What follows belongs to an exercise in optimizing a design on an open flow for small area; a production flow would make more cautious choices.
Where RTL was checked, it was by simulation tests only, not by an equivalence proof against the original.
Only the layout flow was run in run 4; the RTL was not checked for function there.

## config.mk

```make
export PLATFORM = sky130hd
export DESIGN_NAME = sphincs_randomizer_R
export DESIGN_NICKNAME = sphincs_randomizer_R
export VERILOG_FILES = /design/flow/design.v
export SDC_FILE = /design/flow/constraint.sdc
export NUM_CORES = 4
export LEC_CHECK = 0
export CAP_MARGIN = 20
export CORE_MARGIN = 2
export CORE_UTILIZATION = 45
export SETUP_SLACK_MARGIN = 0.2
export SLEW_MARGIN = 20
export SYNTH_HIERARCHICAL = 1
```

## constraint.sdc

```tcl
create_clock -name core_clock -period 10.0 [get_ports {CLK}]
set_input_delay 2.0000 -clock core_clock [delete_from_list [all_inputs] [get_ports {CLK}]]
set_output_delay 2.0000 -clock core_clock [all_outputs]
set_load 0.01 [all_outputs]
```

## design.v

```verilog
`timescale 1ns / 1ps
`timescale 1ns/1ps
module sphincs_randomizer_R (
  input  wire         CLK,
  input  wire         RST,
  input  wire         start,
  input  wire [127:0] sk_prf,
  input  wire [127:0] optrand,
  input  wire [263:0] msg,
  output wire [127:0] R,
  output reg          valid
);
  reg [127:0] ra;
  reg [127:0] re;
  reg [511:0] rw;
  reg [255:0] rc;
  reg [3:0] step;
  reg [6:0] cnt;
  reg       busy;
  reg       rmr;      
  wire p = cnt[0];
  function [15:0] rot16;    
    input [31:0] x;
    input integer n;
    reg [63:0] xx;
    begin
      xx = {x, x} >> n;
      rot16 = xx[15:0];
    end
  endfunction
  function [31:0] kword;
    input [5:0] t;
    begin
      case (t)
        6'd00: kword = 32'h428a2f98; 6'd01: kword = 32'h71374491;
        6'd02: kword = 32'hb5c0fbcf; 6'd03: kword = 32'he9b5dba5;
        6'd04: kword = 32'h3956c25b; 6'd05: kword = 32'h59f111f1;
        6'd06: kword = 32'h923f82a4; 6'd07: kword = 32'hab1c5ed5;
        6'd08: kword = 32'hd807aa98; 6'd09: kword = 32'h12835b01;
        6'd10: kword = 32'h243185be; 6'd11: kword = 32'h550c7dc3;
        6'd12: kword = 32'h72be5d74; 6'd13: kword = 32'h80deb1fe;
        6'd14: kword = 32'h9bdc06a7; 6'd15: kword = 32'hc19bf174;
        6'd16: kword = 32'he49b69c1; 6'd17: kword = 32'hefbe4786;
        6'd18: kword = 32'h0fc19dc6; 6'd19: kword = 32'h240ca1cc;
        6'd20: kword = 32'h2de92c6f; 6'd21: kword = 32'h4a7484aa;
        6'd22: kword = 32'h5cb0a9dc; 6'd23: kword = 32'h76f988da;
        6'd24: kword = 32'h983e5152; 6'd25: kword = 32'ha831c66d;
        6'd26: kword = 32'hb00327c8; 6'd27: kword = 32'hbf597fc7;
        6'd28: kword = 32'hc6e00bf3; 6'd29: kword = 32'hd5a79147;
        6'd30: kword = 32'h06ca6351; 6'd31: kword = 32'h14292967;
        6'd32: kword = 32'h27b70a85; 6'd33: kword = 32'h2e1b2138;
        6'd34: kword = 32'h4d2c6dfc; 6'd35: kword = 32'h53380d13;
        6'd36: kword = 32'h650a7354; 6'd37: kword = 32'h766a0abb;
        6'd38: kword = 32'h81c2c92e; 6'd39: kword = 32'h92722c85;
        6'd40: kword = 32'ha2bfe8a1; 6'd41: kword = 32'ha81a664b;
        6'd42: kword = 32'hc24b8b70; 6'd43: kword = 32'hc76c51a3;
        6'd44: kword = 32'hd192e819; 6'd45: kword = 32'hd6990624;
        6'd46: kword = 32'hf40e3585; 6'd47: kword = 32'h106aa070;
        6'd48: kword = 32'h19a4c116; 6'd49: kword = 32'h1e376c08;
        6'd50: kword = 32'h2748774c; 6'd51: kword = 32'h34b0bcb5;
        6'd52: kword = 32'h391c0cb3; 6'd53: kword = 32'h4ed8aa4a;
        6'd54: kword = 32'h5b9cca4f; 6'd55: kword = 32'h682e6ff3;
        6'd56: kword = 32'h748f82ee; 6'd57: kword = 32'h78a5636f;
        6'd58: kword = 32'h84c87814; 6'd59: kword = 32'h8cc70208;
        6'd60: kword = 32'h90befffa; 6'd61: kword = 32'ha4506ceb;
        6'd62: kword = 32'hbef9a3f7; default: kword = 32'hc67178f2;
      endcase
    end
  endfunction
  function [15:0] ivdig;
    input [3:0] pos;
    reg [31:0] w;
    begin
      case (pos[3:1])
        3'd0: w = 32'h5be0cd19; 3'd1: w = 32'h1f83d9ab;
        3'd2: w = 32'h9b05688c; 3'd3: w = 32'h510e527f;
        3'd4: w = 32'ha54ff53a; 3'd5: w = 32'h3c6ef372;
        3'd6: w = 32'hbb67ae85; default: w = 32'h6a09e667;
      endcase
      ivdig = pos[0] ? w[31:16] : w[15:0];
    end
  endfunction
  function rnd;
    input [3:0] s;
    begin rnd = s[0] & (s[2:0] != 3'd7); end
  endfunction
  wire is_round = rnd(step);
  wire is_ff    = (step[1:0] == 2'd2) | (step[2:0] == 3'd7);
  wire last     = is_round ? (cnt == 7'd127) : (cnt[3:0] == 4'd15);
  wire        wrap2  = is_round ? (cnt[6:1] == 6'd63) : (cnt[3:1] == 3'd7);
  wire [3:0]  step2  = wrap2 ? step + 4'd1 : step;
  wire        busy2  = busy & ~(wrap2 & (step == 4'd15));
  wire [6:0]  cnt2   = wrap2 ? {6'd0, cnt[0]} : cnt + 7'd2;
  wire        p2     = cnt2[0];
  wire [5:0]  t2     = cnt2[6:1];
  wire        round2 = step2[0] & (step2[2:0] != 3'd7);
  wire        fi2    = (step2[1:0] == 2'd2);
  wire        fc2    = (step2[2:0] == 3'd7);
  wire [15:0] ad = ra[111:96], bd = ra[79:64], cd = ra[47:32], dd = ra[15:0];
  wire [15:0] ed = re[111:96], fd = re[79:64], gd = re[47:32], hd = re[15:0];
  wire [31:0] av = {p ? ra[95:80] : ra[127:112], ad};
  wire [31:0] ev = {p ? re[95:80] : re[127:112], ed};
  wire [15:0] S0d = rot16(av, 2) ^ rot16(av, 13) ^ rot16(av, 22);
  wire [15:0] S1d = rot16(ev, 6) ^ rot16(ev, 11) ^ rot16(ev, 25);
  wire [15:0] Chd = (ed & fd) ^ (~ed & gd);
  wire [15:0] Mjd = (ad & bd) | (ad & cd) | (bd & cd);
  wire [31:0] kw  = kword(t2);
  wire [15:0] Kx  = (busy2 & round2) ? (p2 ? kw[31:16] : kw[15:0]) : 16'd0;
  wire [15:0] Wd  = rw[495:480];
  wire [15:0] hg  = hd  & {16{rmr}};
  wire [15:0] Chg = Chd & {16{rmr}};
  wire [15:0] S1g = S1d & {16{rmr}};
  wire [31:0] v0 = {p ? rw[31:16]   : rw[63:48],   rw[47:32]};    
  wire [31:0] v1 = {p ? rw[447:432] : rw[479:464], rw[463:448]};  
  wire [15:0] s0d = rot16(v0, 7) ^ rot16(v0, 18) ^ (v0[18:3] & (p ? 16'h1fff : 16'hffff));
  wire [15:0] s1d = rot16(v1, 17) ^ rot16(v1, 19) ^ (v1[25:10] & (p ? 16'h003f : 16'hffff));
  wire [15:0] w15 = rw[15:0];      
  wire [15:0] w6  = rw[303:288];   
  reg  [11:0] cf;    
  wire [15:0] s1 = hg ^ Wd ^ Chg;
  wire [15:0] m1 = (hg & Wd) | (hg & Chg) | (Wd & Chg);
  wire [15:0] c1 = {m1[14:0], cf[0]};
  wire [15:0] s3 = s1 ^ c1 ^ S1g;
  wire [15:0] m3 = (s1 & c1) | (s1 & S1g) | (c1 & S1g);
  wire [15:0] c3 = {m3[14:0], cf[1]};
  wire [15:0] s4e = s3 ^ c3 ^ dd;
  wire [15:0] m4e = (s3 & c3) | (s3 & dd) | (c3 & dd);
  wire [15:0] c4e = {m4e[14:0], cf[3]};
  wire [15:0] s4a = s3 ^ c3 ^ S0d;
  wire [15:0] m4a = (s3 & c3) | (s3 & S0d) | (c3 & S0d);
  wire [15:0] c4a = {m4a[14:0], cf[5]};
  wire [15:0] s5a = s4a ^ c4a ^ Mjd;
  wire [15:0] m5a = (s4a & c4a) | (s4a & Mjd) | (c4a & Mjd);
  wire [15:0] c5a = {m5a[14:0], cf[6]};
  wire [15:0] s1s = s1d ^ w6 ^ s0d;
  wire [15:0] m1s = (s1d & w6) | (s1d & s0d) | (w6 & s0d);
  wire [15:0] c1s = {m1s[14:0], cf[8]};
  wire [15:0] s2s = s1s ^ c1s ^ w15;
  wire [15:0] m2s = (s1s & c1s) | (s1s & w15) | (c1s & w15);
  wire [15:0] c2s = {m2s[14:0], cf[9]};
  reg [15:0] e_new, a_new, w_new;
  reg [15:0] gk;
  reg [16:0] ce, ca, cs, ck;
  integer i;
  always @* begin
    ce[0] = cf[4]; ca[0] = cf[7]; cs[0] = cf[10]; ck[0] = cf[2];
    for (i = 0; i < 16; i = i + 1) begin
      e_new[i]  = s4e[i] ^ c4e[i] ^ ce[i];
      ce[i+1]   = (s4e[i] & c4e[i]) | (s4e[i] & ce[i]) | (c4e[i] & ce[i]);
      a_new[i]  = s5a[i] ^ c5a[i] ^ ca[i];
      ca[i+1]   = (s5a[i] & c5a[i]) | (s5a[i] & ca[i]) | (c5a[i] & ca[i]);
      w_new[i]  = s2s[i] ^ c2s[i] ^ cs[i];
      cs[i+1]   = (s2s[i] & c2s[i]) | (s2s[i] & cs[i]) | (c2s[i] & cs[i]);
      gk[i]     = re[32+i] ^ Kx[i] ^ ck[i];
      ck[i+1]   = (re[32+i] & Kx[i]) | (re[32+i] & ck[i]) | (Kx[i] & ck[i]);
    end
  end
  wire [11:0] cout = {1'b0, cs[16], m2s[15], m1s[15], ca[16], m5a[15], m4a[15],
                      ce[16], m4e[15], ck[16], m3[15], m1[15]};
  wire [511:0] key_blk = {sk_prf, 384'd0};
  wire [511:0] in1_blk = {optrand, msg, 8'h80, 48'h0, 64'h388};
  wire        kb    = ~step2[1];               
  wire        b1    = step2[1] & ~step2[3];    
  wire        b3    = step2[1] &  step2[3];    
  wire        msgph = busy2 & round2 & (t2[5:4] == 2'd0);
  wire [4:0]  j2    = {~t2[3:0], p2};          
  reg  [31:0] dj;
  integer k;
  always @* begin
    for (k = 0; k < 32; k = k + 1)
      dj[k] = msgph & (j2 == k);
  end
  localparam NSRC = 8 + 25 + 4 + 1 + 1;
  reg  [NSRC-1:0]    msel;
  wire [16*NSRC-1:0] mdat;
  genvar g;
  generate
    for (g = 0; g < 8; g = g + 1) begin : g_key
      assign mdat[16*g +: 16] = key_blk[16*(g+24) +: 16];
    end
    for (g = 0; g < 25; g = g + 1) begin : g_in1
      assign mdat[16*(g+8) +: 16] = in1_blk[16*(g+7) +: 16] & (g == 0 ? 16'hff00 : 16'hffff);
    end
  endgenerate
  assign mdat[16*33 +: 16] = rc[15:0];
  assign mdat[16*34 +: 16] = rc[207:192];
  assign mdat[16*35 +: 16] = rc[143:128];
  assign mdat[16*36 +: 16] = rc[79:64];
  assign mdat[16*37 +: 16] = rc[175:160];
  assign mdat[16*38 +: 16] = w_new;
  always @* begin
    for (k = 0; k < 8; k = k + 1)  msel[k]     = dj[k+24] & kb;
    for (k = 0; k < 25; k = k + 1) msel[k+8]   = dj[k+7] & b1;
    for (k = 0; k < 4; k = k + 1)  msel[k+33]  = msgph & b3 & ~t2[3] & (t2[1:0] == k);
    msel[37] = busy2 & fc2;
    msel[38] = busy2 & round2 & (t2[5:4] != 2'd0);
  end
  wire [15:0] acc;
  sel_andor #(.N(NSRC)) u_msg (.sel(msel), .dat(mdat), .y(acc));
  reg [15:0] cst;
  always @* begin
    cst = 16'd0;
    if (msgph & kb)
      cst = step2[3] ? 16'h5c5c : 16'h3636;
    else if (msgph & b1 & (j2 == 5'd7))
      cst = 16'h0080;
    else if (msgph & b1 & (j2 == 5'd0))
      cst = 16'h0388;
    else if (msgph & b3 & (t2[3:0] == 4'd8) & p2)
      cst = 16'h8000;
    else if (msgph & b3 & (t2[3:0] == 4'd15) & ~p2)
      cst = 16'h0300;
    else if (busy2 & fi2)
      cst = ivdig(cnt2[3:0] + 4'd8);
  end
  wire [15:0] w_in = acc ^ cst;
  wire [15:0] a_in = is_round ? a_new : (is_ff ? hd : ivdig(cnt[3:0]));
  wire [15:0] e_in = e_new;
  wire [15:0] c_in = (!is_round && !is_ff) ? hd : rc[15:0];
  always @(posedge CLK) begin
    ra <= {a_in, ra[127:16]};
    re <= {e_in, re[127:48], gk, re[31:16]};
    rw <= {w_in, rw[511:16]};
    rc <= {c_in, rc[255:16]};
    cf <= p ? 12'd0 : cout;
  end
  always @(posedge CLK or negedge RST) begin
    if (!RST) begin
      step  <= 4'd0;
      cnt   <= 7'd0;
      busy  <= 1'b0;
      valid <= 1'b0;
      rmr   <= 1'b0;
    end else begin
      valid <= 1'b0;
      if (busy) begin
        if (last) begin
          cnt  <= 7'd0;
          step <= step + 4'd1;
          rmr  <= rnd(step + 4'd1);
          if (step == 4'd15) begin
            busy  <= 1'b0;
            valid <= 1'b1;
          end
        end else
          cnt <= cnt + 7'd1;
      end else begin
        cnt <= cnt + 7'd1;
        if (start) begin
          busy <= 1'b1;
          step <= 4'd0;
          cnt  <= 7'd0;
        end
      end
    end
  end
  assign R = ra;
endmodule
module sel_andor #(parameter N = 2) (
  input  wire [N-1:0]    sel,
  input  wire [16*N-1:0] dat,
  output reg  [15:0]     y
);
  integer i;
  always @* begin
    y = 16'd0;
    for (i = 0; i < N; i = i + 1)
      y = y | ({16{sel[i]}} & dat[16*i +: 16]);
  end
endmodule
```

## flow/run.sh

```bash
#!/bin/bash
# Own layout flow: the standard ORFS flow (standard.sh) with two changes
# that only affect how the layout is built:
#  - the port buffers that buffer_ports inserts on every input and output are
#    the smallest buffer cell (sky130_fd_sc_hd__buf_1) instead of the default
#    clkdlybuf4s50_1;
#  - clock tree synthesis uses clkbuf_4 with small sink clusters and
#    no dummy loads.
# Each tool's full output lands in the ORFS log folder; the make output is
# kept in standard.log.
export BUFFER_PORTS_ARGS="-buffer_cell sky130_fd_sc_hd__buf_1"
export CTS_ARGS="-sink_clustering_enable -repair_clock_nets -dont_use_dummy_load -sink_clustering_size 10 -sink_clustering_max_diameter 40 -buf_list {sky130_fd_sc_hd__clkbuf_4}"
bash standard.sh > standard.log 2>&1
```

## standard.sh

```bash
#!/bin/bash
# synth_recipe.tcl (not shown) runs the flow's synth.tcl, then flattens the netlist and writes it again
# the make line also repeats each setting of config.mk as NAME=value (left out here)
make -C /OpenROAD-flow-scripts/flow DESIGN_CONFIG=/design/flow/config.mk WORK_HOME=/design/flow/orfs CLKGATE_MAP_FILE= SYNTH_SCRIPT=/design/flow/synth_recipe.tcl "${@:-finish}"
```

==> results.sh, run 1 <==
export IMPL_status="no timing/DRC/antenna violations"
export IMPL_gp_congestion=1.056
export IMPL_final_common_cell="dfxtp_1"
export IMPL_die_area_um2=83850
export IMPL_grt_max_degree=51
export IMPL_grt_usage=0.4278
export IMPL_start_util=0.4548
export IMPL_cts_root_buf="clkbuf_4"
export IMPL_yosysUniqueCellTypes=96
export IMPL_synth_edff_count=0
export IMPL_max_stage_delay_ps=560
export IMPL_holdWs_ps=248.1
export IMPL_port_buffers=651
export IMPL_area_growth_pct=16.03
export IMPL_drtIter0Drc=4062
export IMPL_seq_area_um2=21080
export IMPL_cts_made_buffers=137
export IMPL_final_layout_size_suffix_gt1_frac=0.1251
export IMPL_dp_hpwl_um=145700
export IMPL_drcViolationCount=0
export IMPL_die_h_um=289.6
export IMPL_dr_pass1_iters=8
export IMPL_drv_slew=0
export IMPL_start_kind="register"
export IMPL_period_minus_slack_ps=9592
export IMPL_finalCritPeriodShare=0.9592
export IMPL_crit_arrival_ps=10500
export IMPL_grt_overflow=0
export IMPL_crit_slowest_cell="or4_4"
export IMPL_crit_path_end_kind="register"
export IMPL_ios=652
export IMPL_yosys_warnings=8
export IMPL_yosysSeqAreaShare=0.5742
export IMPL_final_area_um2=42580
export IMPL_finalClockSkew_ps=122.3
export IMPL_rsz0062_at_grt="true"
export IMPL_cts_tree="built"
export IMPL_crit_required_ps=10910
export IMPL_grt_pass1_vias=29230
export IMPL_crit_fanout=4
export IMPL_synthFlopType="dfxtp_1"
export IMPL_antenna_left=0
export IMPL_clockBufferDepth=3
export IMPL_vias=30580
export IMPL_syn_inst=3070
export IMPL_final_hold_violation_count=0
export IMPL_crit_type="reg -> reg"
export IMPL_syn_area_um2=36700
export IMPL_nNetsFinal=4593
export IMPL_viasPerCell=6.169
export IMPL_die_w_um=289.6
export IMPL_placed_cell_area_um2=41260
export IMPL_multi_input_area_um2=14890
export IMPL_synth_seq_cells=1049
export IMPL_hp_class="reg -> reg"
export IMPL_crit_top_cell="fa_2"
export IMPL_worstMarginPinSlew_ps=1263
export IMPL_slew_limit_headroom=0.1583
export IMPL_post_drt_wl_per_cell_um=36.79
export IMPL_synthArstFlopShare=0.01335
export IMPL_antenna_found_initial=46
export IMPL_maxCapViolCount=0
export IMPL_mostFrequentLayoutCells="dfxtp_1, buf_1, a22oi_1"
export IMPL_htree_levels=4
export IMPL_grt_pass1_wl_um=240200
export IMPL_avgSynthCellArea_um2=11.95
export IMPL_setup_tns_ps=0
export IMPL_routed_wl_um=182400
export IMPL_setup_viol=0
export IMPL_insertion_delay_ps=1020
export IMPL_fmaxAchievable_mhz=104.3
export IMPL_fill_cells=7350
export IMPL_clk_pin_slew_ps=110
export IMPL_core_um2=80680
export IMPL_cts_sinks=1049
export IMPL_rows=104
-- kinds of logic (layout without fill, tap and decap cells) --
kind of cell / Yosys count / in the layout / synth area share
DFF: 1049 / 1049 / 0.5742
AOI/OAI and AO/OA: 754 / 754 / 0.1492
and+or+nand+nor: 544 / 544 / 0.07331
buffers and inverters: 250 / 1034 / 0.03018
adders and majority gates: 223 / 223 / 0.1110
xor gates and xnor gates: 189 / 189 / 0.04511
muxes: 60 / 60 / 0.01698
other: 1 / 44 / 0.0001022
-- final timing paths --
| check | start | cells past startpoint | slack, ps | end |
|---|---|---|---|---|
| max in group asynchronous | RST | 2 | 8720 | cnt[0] |
| min | rw[342] | 0 | 250 | rw[326] |
| max reg2reg | cnt[0] | 26 | 410 | rw[511] |
| min in group asynchronous | RST | 2 | 970 | cnt[1] |
| max | cnt[0] | 26 | 410 | rw[511] |
| min reg2reg | rw[342] | 0 | 250 | rw[326] |
-- repair_timing --
item                       in CTS  in global routing
resized for setup              13                 33
pin swaps                       3                  4
hold buffers                    0                  0
setup endpoints to repair       6                  8
buffers inserted                2                  3
-- per-layer routing --
| metal | global-route usage | vias to the layer above | part of all wire |
|---|---|---|---|
| li1 | - | 12560 | - |
| met1 | 0.5225 | 14980 | 0.37 |
| met2 | 0.6149 | 2412 | 0.42 |
| met3 | 0.1776 | 603 | 0.13 |
| met4 | 0.2844 | 24 | 0.075 |
| met5 | 0.03636 | - | 0.0029 |
-- registers in the layout (all words and copies together) (netlist names) --
register,flops
busy,1
rw,512
cf,11
valid,1
rc,256
cnt,7
re,128
ra,128
step,4
rmr,1
-- Yosys cell counts (18+ instances only) --
master | number | area (um^2)
a21oi_1 | 120 | 600.6
a221oi_1 | 56 | 490.5
a22o_1 | 46 | 402.9
a22oi_1 | 199 | 1494
a31oi_1 | 21 | 131.4
and2_1 | 37 | 231.5
buf_2 | 51 | 255.2
clkbuf_1 | 124 | 465.5
dfxtp_1 | 1035 | 20720
fa_1 | 176 | 3523
ha_1 | 31 | 387.9
inv_1 | 39 | 146.4
mux2_2 | 18 | 202.7
mux2i_1 | 42 | 420.4
nand2_1 | 115 | 431.7
nand3_1 | 44 | 220.2
nand4_1 | 65 | 406.6
nor2_1 | 160 | 600.6
nor2b_1 | 21 | 131.4
nor3_1 | 39 | 195.2
o211ai_1 | 28 | 210.2
o21ai_0 | 99 | 495.5
o22ai_1 | 19 | 118.9
or4_1 | 18 | 135.1
xnor2_1 | 109 | 954.7
xor2_1 | 80 | 700.7
-- stage by stage --
stage               cells  worst slack, ps  utilization
global route         4945            127.3       0.5274
detailed placement   4779            1.159       0.5114
finish               4957            408.1       0.5277
CTS                  4918            199.7       0.5250
floorplan            3077            204.7            -
global placement     4778            110.7       0.5112
-- area by class of cell --
| class | count | share of cell area |
|---|---|---|
| Sequential cell | 1049 | 0.4950 |
| Multi-Input combinational cell | 1778 | 0.3496 |
| Timing Repair Buffer | 850 | 0.09374 |
| Tap cell | 1060 | 0.03115 |
| Clock buffer | 137 | 0.02416 |
| Inverter | 47 | 0.004173 |
| Antenna cell | 36 | 0.002116 |
-- worst max-delay path: cells and delay by family (launching register included) --
family                   cells  cell delay (ps)
buffers and inverters        2              100
multiplexers                 1              220
XOR/XNOR                     2              290
adder cells (fa/ha/maj)     18             7580
AND/OR/NAND/NOR              2              700
flip-flops                   1              520
AO/OA/AOI/OAI                1              170
==> run 2, diff against run 1 <==
--- a/config.mk
+++ b/config.mk
@@ -9,3 +9,3 @@
 export CORE_MARGIN = 2
-export CORE_UTILIZATION = 45
+export CORE_UTILIZATION = 55
 export SETUP_SLACK_MARGIN = 0.2
==> run 2 against run 1 <==
  * Synthesized area unchanged
  * Global-route usage up 10 points
  * Register-to-register slack lost 40 ps
  * Cell count decreased by 4.3%
  * Via count rose by 5.0%
  * Wire length increased by 3.2%
  * Sequential cell count unchanged
  * Cell area is 0.86% lower
==> results.sh, run 2 <==
export IMPL_largest_register_ffs=512
export IMPL_port_buffers=651
export IMPL_crit_slowest_cell="fa_1"
export IMPL_fmaxAchievable_mhz=103.8
export IMPL_vias=32110
export IMPL_synth_top_family_by_area="compound AO/OA/AOI/OAI gates"
export IMPL_synth_compound_area_share=0.1492
export IMPL_synth_xor_area_share=0.04511
export IMPL_core_um2=65860
export IMPL_rows=94
export IMPL_routed_wl_um=188200
export IMPL_period_minus_slack_ps=9632
export IMPL_htree_levels=4
export IMPL_synthMuxAreaShare=0.01698
export IMPL_ctsHoldBuffers=0
export IMPL_final_hold_violation_count=0
export IMPL_placed_cell_area_um2=40800
export IMPL_area_growth_pct=15.03
export IMPL_synthTopCellsByArea="dfxtp_1, fa_1, a22oi_1"
export IMPL_dp_hpwl_um=143500
export IMPL_synth_top_area_cell="dfxtp_1"
export IMPL_regMostFlops="rw"
export IMPL_ios=652
export IMPL_yosysSeqAreaShare=0.5742
export IMPL_worstMarginPinSlew_ps=1338
export IMPL_drv_slew=0
export IMPL_crit_fanout=3
export IMPL_rr_worst_depth=25
export IMPL_gp_congestion=1.140
export IMPL_grt_max_degree=53
export IMPL_holdWs_ps=180.0
export IMPL_synthMostInstantiatedCell="dfxtp_1"
export IMPL_die_area_um2=68800
export IMPL_yosys_warnings=8
export IMPL_rsz0062_at_grt="true"
export IMPL_setup_viol=0
export IMPL_crit_arrival_ps=10540
export IMPL_synth_seq_cells=1049
export IMPL_met2_length_um=76480
export IMPL_final_layout_size_suffix_gt1_frac=0.1217
export IMPL_hp_class="reg -> reg"
export IMPL_maxCapViolCount=0
export IMPL_viasPerCell=6.765
export IMPL_finalClockSkew_ps=142.4
export IMPL_dr_pass1_iters=10
export IMPL_grt_usage=0.5327
export IMPL_highest_layer="met5"
export IMPL_avgSynthCellArea_um2=11.95
export IMPL_syn_inst=3070
export IMPL_wl_met1_um=60340
export IMPL_yosysUniqueCellTypes=96
export IMPL_place_ws_ps=-70.66
export IMPL_final_common_cell="dfxtp_1"
export IMPL_synth_edff_count=0
export IMPL_grt_pass1_vias=31020
export IMPL_insertion_delay_ps=1110
export IMPL_start_kind="register"
export IMPL_hold_path_end="rw[378]"
export IMPL_post_drt_wl_per_cell_um=39.64
export IMPL_mostFrequentLayoutCells="dfxtp_1, buf_1, a22oi_1"
export IMPL_cts_sinks=1049
export IMPL_holdPathStages=0
export IMPL_clockBufferDepth=3
export IMPL_crit_path_start="cnt[0]"
export IMPL_finalCritPeriodShare=0.9632
export IMPL_antenna_found_initial=47
export IMPL_grt_pass1_wl_um=250600
export IMPL_start_util=0.5571
export IMPL_cts_made_buffers=137
export IMPL_die_h_um=262.3
export IMPL_clk_pin_slew_ps=100
export IMPL_top_regs="rw x512, rc x256"
export IMPL_synth_top_area_share=0.5646
export IMPL_antenna_left=0
export IMPL_drtIter0Drc=5695
export IMPL_slew_limit_headroom=0.1080
export IMPL_reg2reg_from="cnt[0]"
export IMPL_crit_type="reg -> reg"
export IMPL_hp_start="rw[394]"
export IMPL_crit_top_cell="fa_1"
export IMPL_grt_overflow=0
export IMPL_final_area_um2=42210
export IMPL_cts_root_buf="clkbuf_4"
export IMPL_cts_tree="built"
export IMPL_synthAdderAreaFrac=0.1110
export IMPL_die_w_um=262.3
export IMPL_r2r_setup_slack_ps=370
export IMPL_nNetsFinal=4579
export IMPL_synthSimpleGateAreaFrac=0.07331
export IMPL_status="no timing/DRC/antenna violations"
export IMPL_max_stage_delay_ps=590
export IMPL_crit_required_ps=10910
export IMPL_syn_area_um2=36700
export IMPL_synth_common_cells="dfxtp_1, a22oi_1, fa_1"
export IMPL_rr_endpoint="cf[4]"
export IMPL_drcViolationCount=0
export IMPL_wl_met3_um=30590
export IMPL_synthFlopType="dfxtp_1"
export IMPL_crit_path_end_kind="register"
export IMPL_layout_setup_ws_ps=367.9
export IMPL_synthArstFlopShare=0.01335
## run 2: cell counts after synthesis
No cell type changed its count.
## run 2: final cells by class
class	instances	area (um^2)
tap	864	1081
multi-input combinational	1778	14890
timing repair buffer	836	3870
fill	5117	23650
antenna	35	87.58
sequential	1049	21080
clock buffer	137	1028
inverter	47	181.4
## run 2: cells by family (layout without fill, tap and decap cells)
family / after synthesis / count (layout)
AOI/OAI and AO/OA: 754 / 754
buffers and inverters: 250 / 1020
other: 1 / 43
muxes: 60 / 60
DFF: 1049 / 1049
and+or+nand+nor: 544 / 544
adders and majority gates: 223 / 223
xor gates and xnor gates: 189 / 189
## run 2: worst max-delay path by stage
stage / end / slack (ps) / cells after the start
2_1_floorplan: re[31] / 200 / 31
3_3_place_gp: ra[127] / 80 / 25
3_5_place_dp: cf[4] / -70 / 25
4_1_cts: cf[4] / 200 / 25
5_1_grt: rw[511] / 100 / 28
6_report: cf[4] / 370 / 25
## run 2: timing repair
item | in CTS | in global routing
pin swaps | 3 | 7
setup buffers | 1 | 4
resized for setup | 22 | 32
endpoints found under the setup margin | 6 | 7
## run 2: routing by layer
layer | GRT usage | vias to the layer above
met2 | 0.7514 | 3183
met1 | 0.5951 | 15450
met3 | 0.2805 | 947
met4 | 0.4260 | 48
met5 | 0.05336 | -
li1 | - | 12480
## run 2: metrics by stage
| step | util | TNS, ps | std cells |
|---|---|---|---|
| after global routing | 0.6399 | 0 | 4720 |
| final | 0.6409 | 0 | 4746 |
| after CTS | 0.6365 | 0 | 4699 |
| after floorplan | - | 0 | 3077 |
| after global placement | 0.6192 | 0 | 4559 |
| after detailed placement | 0.6195 | -71.49 | 4561 |
## run 2: critical path, delay by kind of cell, from the launching register on
| family | cells | cell delay [ps] |
|---|---|---|
| AND/OR/NAND/NOR | 2 | 350 |
| buffers and inverters | 3 | 310 |
| XOR/XNOR | 1 | 100 |
| flip-flops | 1 | 550 |
| adder cells (fa/ha/maj) | 18 | 8050 |
| multiplexers | 1 | 180 |
==> run 3, diff against run 2 <==
--- a/design.v
+++ b/design.v
@@ -199,2 +199,4 @@
   sel_andor #(.N(NSRC)) u_msg (.sel(msel), .dat(mdat), .y(acc));
+  wire        xf_now = ~is_round & ~is_ff;
+  wire [15:0] ivd    = ivdig(xf_now ? cnt[3:0] : cnt2[3:0] + 4'd8);
   reg [15:0] cst;
@@ -213,6 +215,6 @@
     else if (busy2 & fi2)
-      cst = ivdig(cnt2[3:0] + 4'd8);
+      cst = ivd;
   end
   wire [15:0] w_in = acc ^ cst;
-  wire [15:0] a_in = is_round ? a_new : (is_ff ? hd : ivdig(cnt[3:0]));
+  wire [15:0] a_in = is_round ? a_new : (is_ff ? hd : ivd);
   wire [15:0] e_in = e_new;
--- a/config.mk
+++ b/config.mk
@@ -9,3 +9,3 @@
 export CORE_MARGIN = 2
-export CORE_UTILIZATION = 55
+export CORE_UTILIZATION = 45
 export SETUP_SLACK_MARGIN = 0.2
==> run 3 against run 2 <==
  * Non-clock buffer count grew 26
  * Core utilization fell by 11 points
  * Critical path type unchanged
  * Critical endpoint is now ra[127]
  * Largest cell class unchanged
==> results.sh, run 3 <==
export IMPL_slew_limit_headroom=0.2270
export IMPL_status="no timing/DRC/antenna violations"
export IMPL_setup_viol=0
export IMPL_post_route_util=0.5265
export IMPL_fmaxAchievable_mhz=105.1
export IMPL_period_minus_slack_ps=9514
export IMPL_largest_register_ffs=512
export IMPL_ctsHoldBuffers=0
export IMPL_synth_top_area_share=0.5715
export IMPL_post_drt_wl_per_cell_um=36.98
export IMPL_finalCritPeriodShare=0.9514
export IMPL_rows=104
export IMPL_area_growth_pct=16.40
export IMPL_synth_edff_count=0
export IMPL_final_hold_violation_count=0
export IMPL_crit_required_ps=10870
export IMPL_synthTopCellsByArea="dfxtp_1, fa_1, a22oi_1"
export IMPL_synthFlopType="dfxtp_1"
export IMPL_highest_layer="met5"
export IMPL_vias=29890
export IMPL_met2_length_um=73360
export IMPL_critPathTopFamily="adder cells"
export IMPL_antenna_found_initial=42
export IMPL_post_cts_buffers=0
export IMPL_die_h_um=287.8
export IMPL_crit_slowest_cell="fa_1"
export IMPL_drv_slew=0
export IMPL_crit_fanout=2
export IMPL_die_area_um2=82850
export IMPL_crit_path_end_kind="register"
export IMPL_dp_hpwl_um=139800
export IMPL_yosys_warnings=8
export IMPL_final_common_cell="dfxtp_1"
export IMPL_grt_overflow=0
export IMPL_placed_cell_area_um2=41010
export IMPL_hp_class="reg -> reg"
export IMPL_synth_top_area_cell="dfxtp_1"
export IMPL_finalClockSkew_ps=125.2
export IMPL_wl_met1_um=70570
export IMPL_synth_seq_cells=1049
export IMPL_cts_tree="built"
export IMPL_top_regs="rw x512, rc x256"
export IMPL_holdPathStages=0
export IMPL_yosysUniqueCellTypes=96
export IMPL_final_layout_size_suffix_gt1_frac=0.1290
export IMPL_dp_cells=4714
export IMPL_syn_area_um2=36250
export IMPL_cts_root_buf="clkbuf_4"
export IMPL_layoutNonFillerInstCount=4878
export IMPL_grt_pass1_wl_um=236300
export IMPL_reg2reg_from="re[96]"
export IMPL_synthMostInstantiatedCell="dfxtp_1"
export IMPL_htree_levels=4
export IMPL_rr_endpoint="ra[127]"
export IMPL_maxCapViolCount=0
export IMPL_cts_made_buffers=136
export IMPL_cp_num_buf_inv=1
export IMPL_hp_start="rc[230]"
export IMPL_port_buffers=651
export IMPL_yosysSeqAreaShare=0.5812
export IMPL_die_w_um=287.8
export IMPL_rsz0062_at_grt="false"
export IMPL_dr_pass1_iters=9
export IMPL_hold_path_end="rc[214]"
export IMPL_grt_max_degree=56
export IMPL_insertion_delay_ps=1020
export IMPL_nNetsFinal=4517
export IMPL_rr_worst_depth=25
export IMPL_mostFrequentLayoutCells="dfxtp_1, buf_1, buf_4"
export IMPL_viasPerCell=6.128
export IMPL_crit_type="reg -> reg"
export IMPL_clk_pin_slew_ps=100
export IMPL_start_util=0.4523
export IMPL_crit_top_cell="fa_2"
export IMPL_crit_arrival_ps=10380
export IMPL_ios=652
export IMPL_start_kind="register"
export IMPL_crit_path_start="re[96]"
export IMPL_synthArstFlopShare=0.01335
export IMPL_max_stage_delay_ps=520
export IMPL_avgSynthCellArea_um2=12.19
export IMPL_final_area_um2=42200
export IMPL_drtIter0Drc=4212
export IMPL_clockBufferDepth=3
export IMPL_worstMarginPinSlew_ps=1159
export IMPL_wl_met3_um=24640
export IMPL_drcViolationCount=0
export IMPL_r2r_setup_slack_ps=490
export IMPL_cts_sinks=1049
export IMPL_synth_common_cells="dfxtp_1, a22oi_1, fa_1"
export IMPL_gp_congestion=1.094
export IMPL_core_um2=80160
export IMPL_grt_usage=0.4259
export IMPL_grt_pass1_vias=27930
export IMPL_regMostFlops="rw"
export IMPL_routed_wl_um=180400
export IMPL_antenna_left=0
export IMPL_syn_inst=2975
## run 3: kinds of logic (layout without fill, tap and decap cells)
| family | after synthesis | after routing | share of synthesized area |
|---|---|---|---|
| mux | 56 | 56 | 0.01612 |
| compound gates | 717 | 717 | 0.1454 |
| buf+inv | 229 | 1037 | 0.02806 |
| xor+xnor | 192 | 192 | 0.04659 |
| simple gates | 512 | 512 | 0.07175 |
| flops | 1049 | 1049 | 0.5812 |
| fa+ha+maj | 219 | 219 | 0.1109 |
| other cells | 1 | 36 | 0.0001034 |
## run 3: cell type report
class | instances | area, um^2
Timing Repair Buffer | 862 | 4085
Multi-Input combinational cell | 1704 | 14480
Fill cell | 7324 | 37960
Tap cell | 1060 | 1326
Inverter | 39 | 147.6
Antenna cell | 28 | 70.07
Clock buffer | 136 | 1021
Sequential cell | 1049 | 21080
## run 3: timing repair
action | 4_1_cts | 5_1_grt
pin swaps | 2 | 9
endpoints found under the setup margin | 5 | 8
gates resized for setup | 10 | 26
## run 3: how the worst max path moves through the flow
| stage | cells past startpoint | end | slack (ps) |
|---|---|---|---|
| after floorplan | 30 | rw[511] | 170 |
| after global placement | 25 | ra[127] | -40 |
| after detailed placement | 25 | ra[127] | -120 |
| after CTS | 25 | ra[127] | 200 |
| after global routing | 28 | re[31] | 200 |
| final | 25 | ra[127] | 490 |
## run 3: per-layer routing
layer	global-route usage	vias to the layer above
met2	0.5795	2231
met1	0.5458	14850
li1	-	12250
met5	0.01919	-
met4	0.2486	22
met3	0.2020	542
## run 3: worst reg2reg max path: cells and delay by family, from the launching register on
| kind | cells | cell delay (ps) |
|---|---|---|
| AOI/OAI and AO/OA | 1 | 70 |
| adders and majority gates | 20 | 8420 |
| buffers and inverters | 1 | 90 |
| DFF | 1 | 350 |
| muxes | 1 | 330 |
| and+or+nand+nor | 2 | 160 |
## run 3: through the flow
| step | setup TNS (ps) | hold WS, ps | setup slack [ps] |
|---|---|---|---|
| 2_1_floorplan | 0 | 309.6 | 173.3 |
| 3_3_place_gp | -44.84 | 309.6 | -44.84 |
| 3_5_place_dp | -255.0 | 312.1 | -118.1 |
| 4_1_cts | 0 | 213.2 | 201.2 |
| 5_1_grt | 0 | 213.2 | 199.6 |
| 6_report | 0 | 231.7 | 485.7 |
==> run 4, diff against run 3 <==
--- a/design.v
+++ b/design.v
@@ -143,2 +143,4 @@
   reg [16:0] ce, ca, cs, ck;
+  reg [16:8] ce0, ce1, ca0, ca1;    
+  reg [15:8] e0, e1, a0, a1;
   integer i;
@@ -147,2 +149,8 @@
     for (i = 0; i < 16; i = i + 1) begin
+      w_new[i]  = s2s[i] ^ c2s[i] ^ cs[i];
+      cs[i+1]   = (s2s[i] & c2s[i]) | (s2s[i] & cs[i]) | (c2s[i] & cs[i]);
+      gk[i]     = re[32+i] ^ Kx[i] ^ ck[i];
+      ck[i+1]   = (re[32+i] & Kx[i]) | (re[32+i] & ck[i]) | (Kx[i] & ck[i]);
+    end
+    for (i = 0; i < 8; i = i + 1) begin
       e_new[i]  = s4e[i] ^ c4e[i] ^ ce[i];
@@ -151,6 +159,20 @@
       ca[i+1]   = (s5a[i] & c5a[i]) | (s5a[i] & ca[i]) | (c5a[i] & ca[i]);
-      w_new[i]  = s2s[i] ^ c2s[i] ^ cs[i];
-      cs[i+1]   = (s2s[i] & c2s[i]) | (s2s[i] & cs[i]) | (c2s[i] & cs[i]);
-      gk[i]     = re[32+i] ^ Kx[i] ^ ck[i];
-      ck[i+1]   = (re[32+i] & Kx[i]) | (re[32+i] & ck[i]) | (Kx[i] & ck[i]);
+    end
+    ce0[8] = 1'b0; ce1[8] = 1'b1; ca0[8] = 1'b0; ca1[8] = 1'b1;
+    for (i = 8; i < 16; i = i + 1) begin
+      e0[i]     = s4e[i] ^ c4e[i] ^ ce0[i];
+      ce0[i+1]  = (s4e[i] & c4e[i]) | (s4e[i] & ce0[i]) | (c4e[i] & ce0[i]);
+      e1[i]     = s4e[i] ^ c4e[i] ^ ce1[i];
+      ce1[i+1]  = (s4e[i] & c4e[i]) | (s4e[i] & ce1[i]) | (c4e[i] & ce1[i]);
+      a0[i]     = s5a[i] ^ c5a[i] ^ ca0[i];
+      ca0[i+1]  = (s5a[i] & c5a[i]) | (s5a[i] & ca0[i]) | (c5a[i] & ca0[i]);
+      a1[i]     = s5a[i] ^ c5a[i] ^ ca1[i];
+      ca1[i+1]  = (s5a[i] & c5a[i]) | (s5a[i] & ca1[i]) | (c5a[i] & ca1[i]);
+    end
+    e_new[15:8] = ce[8] ? e1 : e0;
+    ce[16]      = ce[8] ? ce1[16] : ce0[16];
+    a_new[15:8] = ca[8] ? a1 : a0;
+    ca[16]      = ca[8] ? ca1[16] : ca0[16];
+    for (i = 9; i < 16; i = i + 1) begin
+      ce[i] = 1'b0; ca[i] = 1'b0;
     end
@@ -199,4 +221,2 @@
   sel_andor #(.N(NSRC)) u_msg (.sel(msel), .dat(mdat), .y(acc));
-  wire        xf_now = ~is_round & ~is_ff;
-  wire [15:0] ivd    = ivdig(xf_now ? cnt[3:0] : cnt2[3:0] + 4'd8);
   reg [15:0] cst;
@@ -215,6 +235,6 @@
     else if (busy2 & fi2)
-      cst = ivd;
+      cst = ivdig(cnt2[3:0] + 4'd8);
   end
   wire [15:0] w_in = acc ^ cst;
-  wire [15:0] a_in = is_round ? a_new : (is_ff ? hd : ivd);
+  wire [15:0] a_in = is_round ? a_new : (is_ff ? hd : ivdig(cnt[3:0]));
   wire [15:0] e_in = e_new;
==> run 4 against run 3 <==
  * Still clean on timing, DRC and antenna
  * Clock skew is 7.3 ps higher
  * Clock-buffer cell count is 4 higher
  * Fmax is 0.60% lower
  * First-iteration DRC count is 14% lower
  * Wire length is 0.87% higher
  * Via count is 2.2% higher
  * Critical path depth is 3 higher
  * Critical endpoint is now rw[511]
  * Largest cell class unchanged
==> results.sh, run 4 <==
export IMPL_status="no timing/DRC/antenna violations"
export IMPL_maxCapViolCount=0
export IMPL_ios=652
export IMPL_top_regs="rw x512, rc x256"
export IMPL_crit_required_ps=10910
export IMPL_avgSynthCellArea_um2=11.73
export IMPL_antenna_found_initial=46
export IMPL_synth_top_area_cell="dfxtp_1"
export IMPL_clk_pin_slew_ps=100
export IMPL_drtIter0Drc=3626
export IMPL_finalCritPeriodShare=0.9572
export IMPL_cts_root_buf="clkbuf_4"
export IMPL_regMostFlops="rw"
export IMPL_htree_levels=4
export IMPL_synthMostInstantiatedCell="dfxtp_1"
export IMPL_routed_wl_um=182000
export IMPL_crit_type="reg -> reg"
export IMPL_clockBufferDepth=3
export IMPL_worstMarginPinSlew_ps=1356
export IMPL_setup_tns_ps=0
export IMPL_synthTopCellsByArea="dfxtp_1, fa_1, a22oi_1"
export IMPL_hp_class="reg -> reg"
export IMPL_grt_overflow=0
export IMPL_placed_cell_area_um2=41460
export IMPL_crit_path_end_kind="register"
export IMPL_die_area_um2=84820
export IMPL_synthFlopType="dfxtp_1"
export IMPL_drv_slew=0
export IMPL_port_buffers=651
export IMPL_place_ws_ps=109.4
export IMPL_cts_sinks=1049
export IMPL_final_hold_violation_count=0
export IMPL_core_um2=81850
export IMPL_synth_edff_count=0
export IMPL_dp_hpwl_um=142900
export IMPL_crit_slowest_cell="or4_1"
export IMPL_final_common_cell="dfxtp_1"
export IMPL_rows=105
export IMPL_setup_viol=0
export IMPL_grt_pass1_wl_um=241900
export IMPL_mostFrequentLayoutCells="dfxtp_1, buf_1, a22oi_1"
export IMPL_cts_tree="built"
export IMPL_crit_fanout=5
export IMPL_grt_pass1_vias=29170
export IMPL_fmaxAchievable_mhz=104.5
export IMPL_synthArstFlopShare=0.01335
export IMPL_largest_register_ffs=512
export IMPL_drcViolationCount=0
export IMPL_die_h_um=291.2
export IMPL_cts_made_buffers=140
export IMPL_layout_setup_ws_ps=428.4
export IMPL_period_minus_slack_ps=9572
export IMPL_max_stage_delay_ps=550
export IMPL_insertion_delay_ps=1060
export IMPL_nNetsFinal=4664
export IMPL_syn_area_um2=37130
export IMPL_final_area_um2=42760
export IMPL_slew_limit_headroom=0.09623
export IMPL_yosysUniqueCellTypes=90
export IMPL_die_w_um=291.2
export IMPL_grt_usage=0.4201
export IMPL_crit_arrival_ps=10480
export IMPL_crit_top_cell="fa_2"
export IMPL_yosys_warnings=8
export IMPL_start_kind="register"
export IMPL_start_util=0.4536
export IMPL_yosysSeqAreaShare=0.5675
export IMPL_dr_pass1_iters=8
export IMPL_synth_common_cells="dfxtp_1, a22oi_1, fa_1"
export IMPL_gp_congestion=1.044
export IMPL_grt_max_degree=52
export IMPL_synth_seq_cells=1049
export IMPL_rsz0062_at_grt="false"
export IMPL_vias=30540
export IMPL_antenna_left=0
export IMPL_syn_inst=3164
export IMPL_area_growth_pct=15.18
export IMPL_final_layout_size_suffix_gt1_frac=0.1112
export IMPL_viasPerCell=6.067
export IMPL_post_drt_wl_per_cell_um=36.14
export IMPL_synth_top_area_share=0.5581
export IMPL_finalClockSkew_ps=132.5
run 4: cell types whose count changed after synthesis, sizes merged, moves of 14 or more:
| cell | change |
|---|---|
| a21oi | +39 |
| nor2 | +29 |
| ha | +24 |
| clkbuf | +23 |
| nand2 | +19 |
| fa | -16 |
| o21ai | +15 |
| inv | +14 |
run 4: cell type report:
class	count	area [um^2]
inverter	54	209.0
timing repair buffer	822	3744
multi-input combinational	1864	15260
sequential	1049	21070
tap	1070	1339
fill	7578	39080
clock buffer	140	1051
antenna	35	87.58
run 4: final timing paths:
path | startpoint | endpoint | slack (ps) | cells after the start
max in group asynchronous | RST | cnt[5] | 8770 | 2
min reg2reg | rw[496] | rw[480] | 220 | 0
max reg2reg | cnt[0] | rw[511] | 430 | 28
min in group asynchronous | RST | cnt[0] | 930 | 2
max | cnt[0] | rw[511] | 430 | 28
min | rw[496] | rw[480] | 220 | 0
run 4: per-layer routing:
metal | vias to the layer above | track usage | wire [um]
met1 | 14920 | 0.5191 | 67970
li1 | 12820 | - | -
met5 | - | 0 | 187
met4 | 28 | 0.3127 | 15490
met2 | 2202 | 0.6006 | 76320
met3 | 579 | 0.1524 | 21990
run 4: repair_timing:
action | 4_1_cts | 5_1_grt
endpoints found under the hold margin | 0 | 0
hold buffers | 0 | 0
resized for setup | 5 | 14
setup endpoints to repair | 2 | 3
pin swaps | 0 | 8
setup buffers | 0 | 8
run 4: worst max-delay path: cells and delay by family, from the launching register on:
kind | cells | cell delay (ps)
AOI/OAI and AO/OA | 2 | 310
adders and majority gates | 18 | 7460
and+or+nand+nor | 3 | 700
xor gates and xnor gates | 2 | 270
buffers and inverters | 3 | 190
DFF | 1 | 520
run 4: cell families after synthesis:
kind of cell | after synthesis | share of synthesized area
DFF | 1049 | 0.5675
AOI/OAI and AO/OA | 776 | 0.1498
adders and majority gates | 226 | 0.1074
other | 1 | 0.0001010
xor gates and xnor gates | 205 | 0.04856
and+or+nand+nor | 583 | 0.07791
muxes | 66 | 0.01847
buffers and inverters | 258 | 0.03023
run 4: stage by stage:
| step | std cells | hold slack (ps) | util |
|---|---|---|---|
| global route | 5024 | 210.9 | 0.5222 |
| detailed placement | 4849 | 312.1 | 0.5066 |
| CTS | 4989 | 205.9 | 0.5196 |
| global placement | 4849 | 309.5 | 0.5065 |
| finish | 5034 | 221.9 | 0.5225 |
| floorplan | 3171 | 309.6 | - |
==> run 5, diff against run 4 <==
--- a/design.v
+++ b/design.v
@@ -69,2 +69,73 @@
   endfunction
+  function [31:0] kwordn;
+    input [5:0] t;
+    begin
+      case (t)
+        6'd00: kwordn = 32'h71374491;
+        6'd01: kwordn = 32'hb5c0fbcf;
+        6'd02: kwordn = 32'he9b5dba5;
+        6'd03: kwordn = 32'h3956c25b;
+        6'd04: kwordn = 32'h59f111f1;
+        6'd05: kwordn = 32'h923f82a4;
+        6'd06: kwordn = 32'hab1c5ed5;
+        6'd07: kwordn = 32'hd807aa98;
+        6'd08: kwordn = 32'h12835b01;
+        6'd09: kwordn = 32'h243185be;
+        6'd10: kwordn = 32'h550c7dc3;
+        6'd11: kwordn = 32'h72be5d74;
+        6'd12: kwordn = 32'h80deb1fe;
+        6'd13: kwordn = 32'h9bdc06a7;
+        6'd14: kwordn = 32'hc19bf174;
+        6'd15: kwordn = 32'he49b69c1;
+        6'd16: kwordn = 32'hefbe4786;
+        6'd17: kwordn = 32'h0fc19dc6;
+        6'd18: kwordn = 32'h240ca1cc;
+        6'd19: kwordn = 32'h2de92c6f;
+        6'd20: kwordn = 32'h4a7484aa;
+        6'd21: kwordn = 32'h5cb0a9dc;
+        6'd22: kwordn = 32'h76f988da;
+        6'd23: kwordn = 32'h983e5152;
+        6'd24: kwordn = 32'ha831c66d;
+        6'd25: kwordn = 32'hb00327c8;
+        6'd26: kwordn = 32'hbf597fc7;
+        6'd27: kwordn = 32'hc6e00bf3;
+        6'd28: kwordn = 32'hd5a79147;
+        6'd29: kwordn = 32'h06ca6351;
+        6'd30: kwordn = 32'h14292967;
+        6'd31: kwordn = 32'h27b70a85;
+        6'd32: kwordn = 32'h2e1b2138;
+        6'd33: kwordn = 32'h4d2c6dfc;
+        6'd34: kwordn = 32'h53380d13;
+        6'd35: kwordn = 32'h650a7354;
+        6'd36: kwordn = 32'h766a0abb;
+        6'd37: kwordn = 32'h81c2c92e;
+        6'd38: kwordn = 32'h92722c85;
+        6'd39: kwordn = 32'ha2bfe8a1;
+        6'd40: kwordn = 32'ha81a664b;
+        6'd41: kwordn = 32'hc24b8b70;
+        6'd42: kwordn = 32'hc76c51a3;
+        6'd43: kwordn = 32'hd192e819;
+        6'd44: kwordn = 32'hd6990624;
+        6'd45: kwordn = 32'hf40e3585;
+        6'd46: kwordn = 32'h106aa070;
+        6'd47: kwordn = 32'h19a4c116;
+        6'd48: kwordn = 32'h1e376c08;
+        6'd49: kwordn = 32'h2748774c;
+        6'd50: kwordn = 32'h34b0bcb5;
+        6'd51: kwordn = 32'h391c0cb3;
+        6'd52: kwordn = 32'h4ed8aa4a;
+        6'd53: kwordn = 32'h5b9cca4f;
+        6'd54: kwordn = 32'h682e6ff3;
+        6'd55: kwordn = 32'h748f82ee;
+        6'd56: kwordn = 32'h78a5636f;
+        6'd57: kwordn = 32'h84c87814;
+        6'd58: kwordn = 32'h8cc70208;
+        6'd59: kwordn = 32'h90befffa;
+        6'd60: kwordn = 32'ha4506ceb;
+        6'd61: kwordn = 32'hbef9a3f7;
+        6'd62: kwordn = 32'hc67178f2;
+        default: kwordn = 32'h00000000;
+      endcase
+    end
+  endfunction
   function [15:0] ivdig;
@@ -106,8 +177,7 @@
   wire [15:0] Mjd = (ad & bd) | (ad & cd) | (bd & cd);
-  wire [31:0] kw  = kword(t2);
-  wire [15:0] Kx  = (busy2 & round2) ? (p2 ? kw[31:16] : kw[15:0]) : 16'd0;
+  wire [31:0] kw  = kwordn(cnt[6:1]);
+  wire        k0  = busy & ~is_round & (cnt[3:1] == 3'd7) & (step[1:0] != 2'd3) & (step[2:0] != 3'd6);
+  wire [15:0] Kx  = rmr ? (p ? kw[31:16] : kw[15:0])
+                  : (k0 ? (p ? 16'h428a : 16'h2f98) : 16'd0);
   wire [15:0] Wd  = rw[495:480];
-  wire [15:0] hg  = hd  & {16{rmr}};
-  wire [15:0] Chg = Chd & {16{rmr}};
-  wire [15:0] S1g = S1d & {16{rmr}};
   wire [31:0] v0 = {p ? rw[31:16]   : rw[63:48],   rw[47:32]};    
@@ -119,7 +189,9 @@
   reg  [11:0] cf;    
-  wire [15:0] s1 = hg ^ Wd ^ Chg;
-  wire [15:0] m1 = (hg & Wd) | (hg & Chg) | (Wd & Chg);
+  wire [15:0] s1 = hd ^ Chd ^ S1d;
+  wire [15:0] m1 = (hd & Chd) | (hd & S1d) | (Chd & S1d);
   wire [15:0] c1 = {m1[14:0], cf[0]};
-  wire [15:0] s3 = s1 ^ c1 ^ S1g;
-  wire [15:0] m3 = (s1 & c1) | (s1 & S1g) | (c1 & S1g);
+  wire [15:0] s1g = s1 & {16{rmr}};
+  wire [15:0] c1g = c1 & {16{rmr}};
+  wire [15:0] s3 = s1g ^ c1g ^ Wd;
+  wire [15:0] m3 = (s1g & c1g) | (s1g & Wd) | (c1g & Wd);
   wire [15:0] c3 = {m3[14:0], cf[1]};
@@ -143,4 +215,2 @@
   reg [16:0] ce, ca, cs, ck;
-  reg [16:8] ce0, ce1, ca0, ca1;    
-  reg [15:8] e0, e1, a0, a1;
   integer i;
@@ -149,8 +219,2 @@
     for (i = 0; i < 16; i = i + 1) begin
-      w_new[i]  = s2s[i] ^ c2s[i] ^ cs[i];
-      cs[i+1]   = (s2s[i] & c2s[i]) | (s2s[i] & cs[i]) | (c2s[i] & cs[i]);
-      gk[i]     = re[32+i] ^ Kx[i] ^ ck[i];
-      ck[i+1]   = (re[32+i] & Kx[i]) | (re[32+i] & ck[i]) | (Kx[i] & ck[i]);
-    end
-    for (i = 0; i < 8; i = i + 1) begin
       e_new[i]  = s4e[i] ^ c4e[i] ^ ce[i];
@@ -159,20 +223,6 @@
       ca[i+1]   = (s5a[i] & c5a[i]) | (s5a[i] & ca[i]) | (c5a[i] & ca[i]);
-    end
-    ce0[8] = 1'b0; ce1[8] = 1'b1; ca0[8] = 1'b0; ca1[8] = 1'b1;
-    for (i = 8; i < 16; i = i + 1) begin
-      e0[i]     = s4e[i] ^ c4e[i] ^ ce0[i];
-      ce0[i+1]  = (s4e[i] & c4e[i]) | (s4e[i] & ce0[i]) | (c4e[i] & ce0[i]);
-      e1[i]     = s4e[i] ^ c4e[i] ^ ce1[i];
-      ce1[i+1]  = (s4e[i] & c4e[i]) | (s4e[i] & ce1[i]) | (c4e[i] & ce1[i]);
-      a0[i]     = s5a[i] ^ c5a[i] ^ ca0[i];
-      ca0[i+1]  = (s5a[i] & c5a[i]) | (s5a[i] & ca0[i]) | (c5a[i] & ca0[i]);
-      a1[i]     = s5a[i] ^ c5a[i] ^ ca1[i];
-      ca1[i+1]  = (s5a[i] & c5a[i]) | (s5a[i] & ca1[i]) | (c5a[i] & ca1[i]);
-    end
-    e_new[15:8] = ce[8] ? e1 : e0;
-    ce[16]      = ce[8] ? ce1[16] : ce0[16];
-    a_new[15:8] = ca[8] ? a1 : a0;
-    ca[16]      = ca[8] ? ca1[16] : ca0[16];
-    for (i = 9; i < 16; i = i + 1) begin
-      ce[i] = 1'b0; ca[i] = 1'b0;
+      w_new[i]  = s2s[i] ^ c2s[i] ^ cs[i];
+      cs[i+1]   = (s2s[i] & c2s[i]) | (s2s[i] & cs[i]) | (c2s[i] & cs[i]);
+      gk[i]     = re[32+i] ^ Kx[i] ^ ck[i];
+      ck[i+1]   = (re[32+i] & Kx[i]) | (re[32+i] & ck[i]) | (Kx[i] & ck[i]);
     end
@@ -221,2 +271,4 @@
   sel_andor #(.N(NSRC)) u_msg (.sel(msel), .dat(mdat), .y(acc));
+  wire        xf_now = ~is_round & ~is_ff;
+  wire [15:0] ivd    = ivdig(xf_now ? cnt[3:0] : cnt2[3:0] + 4'd8);
   reg [15:0] cst;
@@ -235,6 +287,7 @@
     else if (busy2 & fi2)
-      cst = ivdig(cnt2[3:0] + 4'd8);
+      cst = ivd;
   end
+  wire        wsel = busy2 & round2 & (t2[5:4] != 2'd0);
   wire [15:0] w_in = acc ^ cst;
-  wire [15:0] a_in = is_round ? a_new : (is_ff ? hd : ivdig(cnt[3:0]));
+  wire [15:0] a_in = is_round ? a_new : (is_ff ? hd : ivd);
   wire [15:0] e_in = e_new;
--- a/config.mk
+++ b/config.mk
@@ -10,2 +10,3 @@
 export CORE_UTILIZATION = 45
+export GPL_TIMING_DRIVEN = 0
 export SETUP_SLACK_MARGIN = 0.2
==> run 5 against run 4 <==
  * Still clean
  * Hold slack better by 42 ps
  * Synthesized area down 2.7%
  * Core utilization up 0.067 points
  * Register-to-register slack worse by 130 ps
  * Clock skew down 11 ps
==> results.sh, run 5 <==
export IMPL_dp_cells=4733
export IMPL_routed_wl_um=179600
export IMPL_dr_pass1_iters=9
export IMPL_reg2reg_from="cnt[0]"
export IMPL_synthMostInstantiatedCell="dfxtp_1"
export IMPL_yosysSeqAreaShare=0.5832
export IMPL_grt_max_degree=17
export IMPL_synthArstFlopShare=0.01335
export IMPL_final_common_cell="dfxtp_1"
export IMPL_holdPathStages=0
export IMPL_grt_overflow=0
export IMPL_fill_cells=7302
export IMPL_synth_top_family_by_area="compound AO/OA/AOI/OAI gates"
export IMPL_synth_edff_count=0
export IMPL_rsz0062_at_grt="true"
export IMPL_largest_register_ffs=512
export IMPL_period_minus_slack_ps=9703
export IMPL_drtIter0Drc=4140
export IMPL_crit_top_cell="fa_2"
export IMPL_viasPerCell=6.063
export IMPL_ios=652
export IMPL_max_stage_delay_ps=560
export IMPL_cts_tree="built"
export IMPL_htree_levels=4
export IMPL_yosys_warnings=8
export IMPL_area_growth_pct=14.76
export IMPL_dp_hpwl_um=142900
export IMPL_clk_pin_slew_ps=110
export IMPL_core_um2=79260
export IMPL_hp_class="reg -> reg"
export IMPL_synthTopCellsByArea="dfxtp_1, fa_1, a22oi_1"
export IMPL_synth_seq_cells=1049
export IMPL_grt_usage=0.4285
export IMPL_hp_start="rw[241]"
export IMPL_synth_top_area_share=0.5735
export IMPL_crit_required_ps=10820
export IMPL_antenna_left=0
export IMPL_cts_made_buffers=131
export IMPL_post_drt_wl_per_cell_um=36.63
export IMPL_nNetsFinal=4555
export IMPL_hold_path_end="rw[225]"
export IMPL_insertion_delay_ps=1040
export IMPL_crit_slowest_cell="fa_1"
export IMPL_synth_xor_area_share=0.04654
export IMPL_crit_path_start="cnt[0]"
export IMPL_synth_top_area_cell="dfxtp_1"
export IMPL_start_kind="register"
export IMPL_gp_congestion=1.127
export IMPL_r2r_setup_slack_ps=300
export IMPL_top_regs="rw x512, rc x256"
export IMPL_synth_compound_area_share=0.1349
export IMPL_rr_worst_depth=31
export IMPL_clockBufferDepth=3
export IMPL_drv_slew=0
export IMPL_rows=103
export IMPL_synthSimpleGateAreaFrac=0.07265
export IMPL_worstMarginPinSlew_ps=1298
export IMPL_final_area_um2=41460
export IMPL_setup_viol=0
export IMPL_mostFrequentLayoutCells="dfxtp_1, buf_1, a22oi_1"
export IMPL_syn_inst=3023
export IMPL_holdWs_ps=264.4
export IMPL_grt_pass1_wl_um=237600
export IMPL_final_hold_violation_count=0
export IMPL_port_buffers=651
export IMPL_fmaxAchievable_mhz=103.1
export IMPL_start_util=0.4559
export IMPL_vias=29730
export IMPL_syn_area_um2=36130
export IMPL_die_area_um2=82570
export IMPL_crit_arrival_ps=10520
export IMPL_layout_setup_ws_ps=297.3
export IMPL_synth_common_cells="dfxtp_1, a22oi_1, fa_1"
export IMPL_yosysUniqueCellTypes=84
export IMPL_cts_sinks=1049
export IMPL_synthAdderAreaFrac=0.1103
export IMPL_regMostFlops="rw"
export IMPL_post_route_util=0.5232
export IMPL_crit_path_end_kind="register"
export IMPL_synthMuxAreaShare=0.01905
export IMPL_cts_root_buf="clkbuf_4"
export IMPL_setup_tns_ps=0
export IMPL_placed_cell_area_um2=40070
export IMPL_crit_fanout=11
export IMPL_rr_endpoint="ra[127]"
export IMPL_finalClockSkew_ps=121.8
export IMPL_ctsHoldBuffers=0
export IMPL_finalCritPeriodShare=0.9703
export IMPL_die_h_um=287.4
export IMPL_synthFlopType="dfxtp_1"
export IMPL_grt_pass1_vias=28530
export IMPL_avgSynthCellArea_um2=11.95
export IMPL_status="no timing/DRC/antenna violations"
export IMPL_crit_type="reg -> reg"
export IMPL_place_ws_ps=-1497
export IMPL_final_layout_size_suffix_gt1_frac=0.08253
export IMPL_slew_limit_headroom=0.1344
export IMPL_layoutNonFillerInstCount=4903
export IMPL_antenna_found_initial=29
export IMPL_die_w_um=287.4
export IMPL_drcViolationCount=0
export IMPL_maxCapViolCount=0
## run 5: changes by cell type after synthesis, sizes merged, moves of 17 or more
cell / previous run / this run
mux2: 20 / 1
and2: 33 / 9
inv: 52 / 96
nand3: 63 / 33
ha: 50 / 25
o211ai: 31 / 14
a21oi: 122 / 97
## run 5: layer usage
layer  GRT usage  share of wire  vias up
li1            -              -    12220
met1      0.5450           0.39    14710
met2      0.6519           0.44     2239
met3      0.1163           0.11      555
met4      0.2578          0.071        6
met5           0        0.00022        -
## run 5: layout make-up
class | count | area [um^2] | area share
buffer | 189 | 960.9 | 0.02317
sequential | 1049 | 21070 | 0.5082
multi-input combinational | 1693 | 14090 | 0.3399
inverter | 97 | 370.4 | 0.008932
clock buffer | 131 | 983.4 | 0.02372
antenna | 24 | 60.06 | 0.001448
timing repair buffer | 670 | 2610 | 0.06294
tap | 1050 | 1314 | 0.03168
## run 5: kinds of logic after synthesis
group / count (synthesis)
mux: 57
simple gates: 538
flops: 1049
fa+ha+maj: 216
compound gates: 682
xor+xnor: 192
other cells: 1
buf+inv: 288
## run 5: critical path: cells and delay by family (launching register included)
| family | cells | cell delay, ps |
|---|---|---|
| fa+ha+maj | 20 | 7860 |
| buf+inv | 6 | 700 |
| flops | 1 | 410 |
| mux | 1 | 190 |
| xor+xnor | 1 | 160 |
| simple gates | 2 | 130 |
| compound gates | 1 | 80 |
## run 5: how the worst max path moves through the flow
stage	end	slack [ps]	cells past startpoint
6_report	ra[127]	300	31
5_1_grt	ra[127]	110	31
4_1_cts	rw[511]	180	29
3_5_place_dp	rw[511]	-1500	27
3_3_place_gp	rw[511]	-1470	27
2_1_floorplan	rw[511]	200	30
## run 5: timing repair
| action | 4_1_cts | 5_1_grt |
|---|---|---|
| gates cloned | 0 | 1 |
| setup buffers | 6 | 10 |
| setup endpoints to repair | 16 | 10 |
| pin swaps | 41 | 25 |
| resized for setup | 47 | 25 |

-- port drivers added, routing unchanged --
How much do the figures lean on ideal ports? The routed layouts below were timed once more, with nothing changed but the port constraints.
Step 1 (the two cells are an assumption about what drives the block):
set clk [get_ports {CLK}]
set_driving_cell -lib_cell sky130_fd_sc_hd__clkbuf_16 $clk
set_driving_cell -lib_cell sky130_fd_sc_hd__buf_2 [delete_from_list [all_inputs] $clk]
Step 2 also shifts input and output timing later by t, the mid clock arrival at the registers, as if the neighbouring blocks saw the same clock.
Three values: ideal ports, drivers, drivers and shift; two values: the first two.
| run | shift t [ns] | slack for setup (ns) | worst register clock-pin slew, ns |
|---|---|---|---|
| run 1 | 1.036 | 0.408 / 0.408 / 0.408 | 0.11 / 0.11 |
| run 2 | 1.040 | 0.368 / 0.368 / 0.368 | 0.12 / 0.12 |
| run 3 | 1.015 | 0.486 / 0.486 / 0.486 | 0.11 / 0.11 |
| run 4 | 1.058 | 0.428 / 0.428 / 0.428 | 0.11 / 0.11 |
| run 5 | 1.036 | 0.297 / 0.297 / 0.297 | 0.12 / 0.12 |
After both steps setup and hold are still met in every run listed.
